What follows belongs to an exercise in optimizing a design on an open flow for small area, a short achievable clock period and few clock cycles; a production flow would make more cautious choices. The RTL was checked by simulation tests, not by an equivalence proof against the original design. Power figures rest on the tool's default switching activity, not on a simulated workload.

## pipeline
module pipeline (clk, reset, imem_addr, imem_rdata, dmem_addr, dmem_wdata, dmem_we, dmem_rdata);
Size in the first run: ~160 I/O pins.
Settings: LEC_CHECK=0, CAP_MARGIN=30, CORE_MARGIN=2, CORE_UTILIZATION=40, SLEW_MARGIN=30, SYNTH_HIERARCHICAL=1; clock period 12.0 ns.
standard.sh (not shown) runs the stock make flow with config.mk's settings and CLKGATE_MAP_FILE= SYNTH_SCRIPT=/design/flow/synth_recipe.tcl, a recipe that flattens the netlist after the stock synthesis.
==> flow/flow/run.sh <==
#!/bin/bash
# Own flow: the standard synthesis and layout with these changes:
#  - timing repair is asked for more setup slack than the 12 ns clock needs,
#    so that it shortens the paths (SETUP_SLACK_MARGIN), on all the failing
#    endpoints (TNS_END_PERCENT);
#  - floorplan removes synthesis's buffers instead of a first repair pass;
#  - port buffers are buf_2 rather than the slow delay buffer picked by default;
#  - larger clock-tree sink clusters, so fewer clock buffers;
set -euo pipefail
cd "$(dirname "${BASH_SOURCE[0]}")/.."
bash standard.sh synth > synth.log 2>&1
# the platform's don't-use list, and the cells repair may not use here
DU=""
for c in \
          probe_p_8 probec_p_8 lpflow_bleeder_1 lpflow_clkbufkapwr_1 lpflow_clkbufkapwr_16 \
          lpflow_clkbufkapwr_2 lpflow_clkbufkapwr_4 lpflow_clkbufkapwr_8 lpflow_clkinvkapwr_1 \
          lpflow_clkinvkapwr_16 lpflow_clkinvkapwr_2 lpflow_clkinvkapwr_4 lpflow_clkinvkapwr_8 \
          lpflow_decapkapwr_12 lpflow_decapkapwr_3 lpflow_decapkapwr_4 lpflow_decapkapwr_6 \
          lpflow_decapkapwr_8 lpflow_inputiso0n_1 lpflow_inputiso0p_1 lpflow_inputiso1n_1 \
          lpflow_inputiso1p_1 lpflow_inputisolatch_1 lpflow_isobufsrc_1 lpflow_isobufsrc_16 \
          lpflow_isobufsrc_2 lpflow_isobufsrc_4 lpflow_isobufsrc_8 lpflow_isobufsrckapwr_16 \
          lpflow_lsbuf_lh_hl_isowell_tap_1 lpflow_lsbuf_lh_hl_isowell_tap_2 \
          lpflow_lsbuf_lh_hl_isowell_tap_4 lpflow_lsbuf_lh_isowell_4 \
          lpflow_lsbuf_lh_isowell_tap_1 lpflow_lsbuf_lh_isowell_tap_2 \
          lpflow_lsbuf_lh_isowell_tap_4 \
         clkinvlp_2 clkinvlp_4 clkdlybuf4s15_1 clkdlybuf4s15_2 clkdlybuf4s18_1 clkdlybuf4s18_2 \
         clkdlybuf4s25_1 clkdlybuf4s25_2 clkdlybuf4s50_1 clkdlybuf4s50_2 dlygate4sd1_1 \
         dlygate4sd2_1 dlygate4sd3_1 dlymetal6s2s_1 dlymetal6s4s_1 dlymetal6s6s_1; do
    DU="$DU sky130_fd_sc_hd__$c"
done
echo "DONT_USE_CELLS=$DU" > dont_use.log
bash standard.sh \
    SETUP_SLACK_MARGIN=8.45 TNS_END_PERCENT=100 REMOVE_ABC_BUFFERS=1 \
    "BUFFER_PORTS_ARGS=-buffer_cell sky130_fd_sc_hd__buf_2" \
    CTS_CLUSTER_SIZE=20 CTS_CLUSTER_DIAMETER=100 CTS_BUF_LIST=sky130_fd_sc_hd__clkbuf_16 \
    "DONT_USE_CELLS=$DU" \
    finish > layout.log 2>&1
Testbench counts at the start, summed over its fixed seeds: cycles 38,424.
Next try:
--- a/flow/flow/run.sh
+++ b/flow/flow/run.sh
@@ -3,4 +3,4 @@
 #  - timing repair is asked for more setup slack than the 12 ns clock needs,
-#    so that it shortens the paths (SETUP_SLACK_MARGIN), on all the failing
-#    endpoints (TNS_END_PERCENT);
+#    so that it shortens the paths (SETUP_SLACK_MARGIN), working on the worst
+#    half of the failing endpoints (TNS_END_PERCENT);
 #  - floorplan removes synthesis's buffers instead of a first repair pass;
@@ -32,3 +32,3 @@
 bash standard.sh \
-    SETUP_SLACK_MARGIN=8.45 TNS_END_PERCENT=100 REMOVE_ABC_BUFFERS=1 \
+    SETUP_SLACK_MARGIN=8.35 TNS_END_PERCENT=50 REMOVE_ABC_BUFFERS=1 \
     "BUFFER_PORTS_ARGS=-buffer_cell sky130_fd_sc_hd__buf_2" \
Result: The new run went through all stages and came out clean; design area fell slightly; power is lower slightly; utilization came out lower by 0.55 points; worst hold slack is better by 3.7 ps; via count came out lower slightly.
Next try:
--- a/flow/flow/run.sh
+++ b/flow/flow/run.sh
@@ -3,4 +3,4 @@
 #  - timing repair is asked for more setup slack than the 12 ns clock needs,
-#    so that it shortens the paths (SETUP_SLACK_MARGIN), working on the worst
-#    half of the failing endpoints (TNS_END_PERCENT);
+#    so that it shortens the paths (SETUP_SLACK_MARGIN), on all the failing
+#    endpoints (TNS_END_PERCENT);
 #  - floorplan removes synthesis's buffers instead of a first repair pass;
@@ -32,3 +32,3 @@
 bash standard.sh \
-    SETUP_SLACK_MARGIN=8.35 TNS_END_PERCENT=50 REMOVE_ABC_BUFFERS=1 \
+    SETUP_SLACK_MARGIN=8.35 TNS_END_PERCENT=100 REMOVE_ABC_BUFFERS=1 \
     "BUFFER_PORTS_ARGS=-buffer_cell sky130_fd_sc_hd__buf_2" \
=> Die area does not change. Routed wire length hardly moves. Worst setup slack gets better by 76 ps. Area after synthesis does not change. Non-clock buffer count goes down by 15. Core utilization stays flat. Clock-buffer cell count does not change.

## afterwards: timing with drivers on the ports
No port has a modelled driver above. Below, the same layouts with a new extraction and two added sets of constraints. Step 1, drivers: a clkbuf_16 drives clk and a buf_2 each remaining input, both assumed. Step 2 also shifts input and output timing later by t, the mid clock arrival at the registers, as if the neighbouring blocks saw the same clock. a / b / c = ideal ports / drivers / drivers and shift; a / b = the first two.
run | t (ns) | slack for setup (ns) | hold slack, ns | latest minus earliest clock arrival (ns)
the first run | 0.776 | 8.298 / 8.216 / 7.752 | 0.350 / 0.350 / 0.350 | 0.062 / 0.062
the second run | 0.770 | 8.192 / 8.177 / 7.681 | 0.354 / 0.354 / 0.354 | 0.062 / 0.062
the third run | 0.772 | 8.269 / 8.212 / 7.677 | 0.350 / 0.350 / 0.350 | 0.060 / 0.059
After both steps every run listed still meets setup and hold. The setup slack of the third run, which loses most, moves by -0.057 ns with the drivers and by -0.592 ns with both steps.
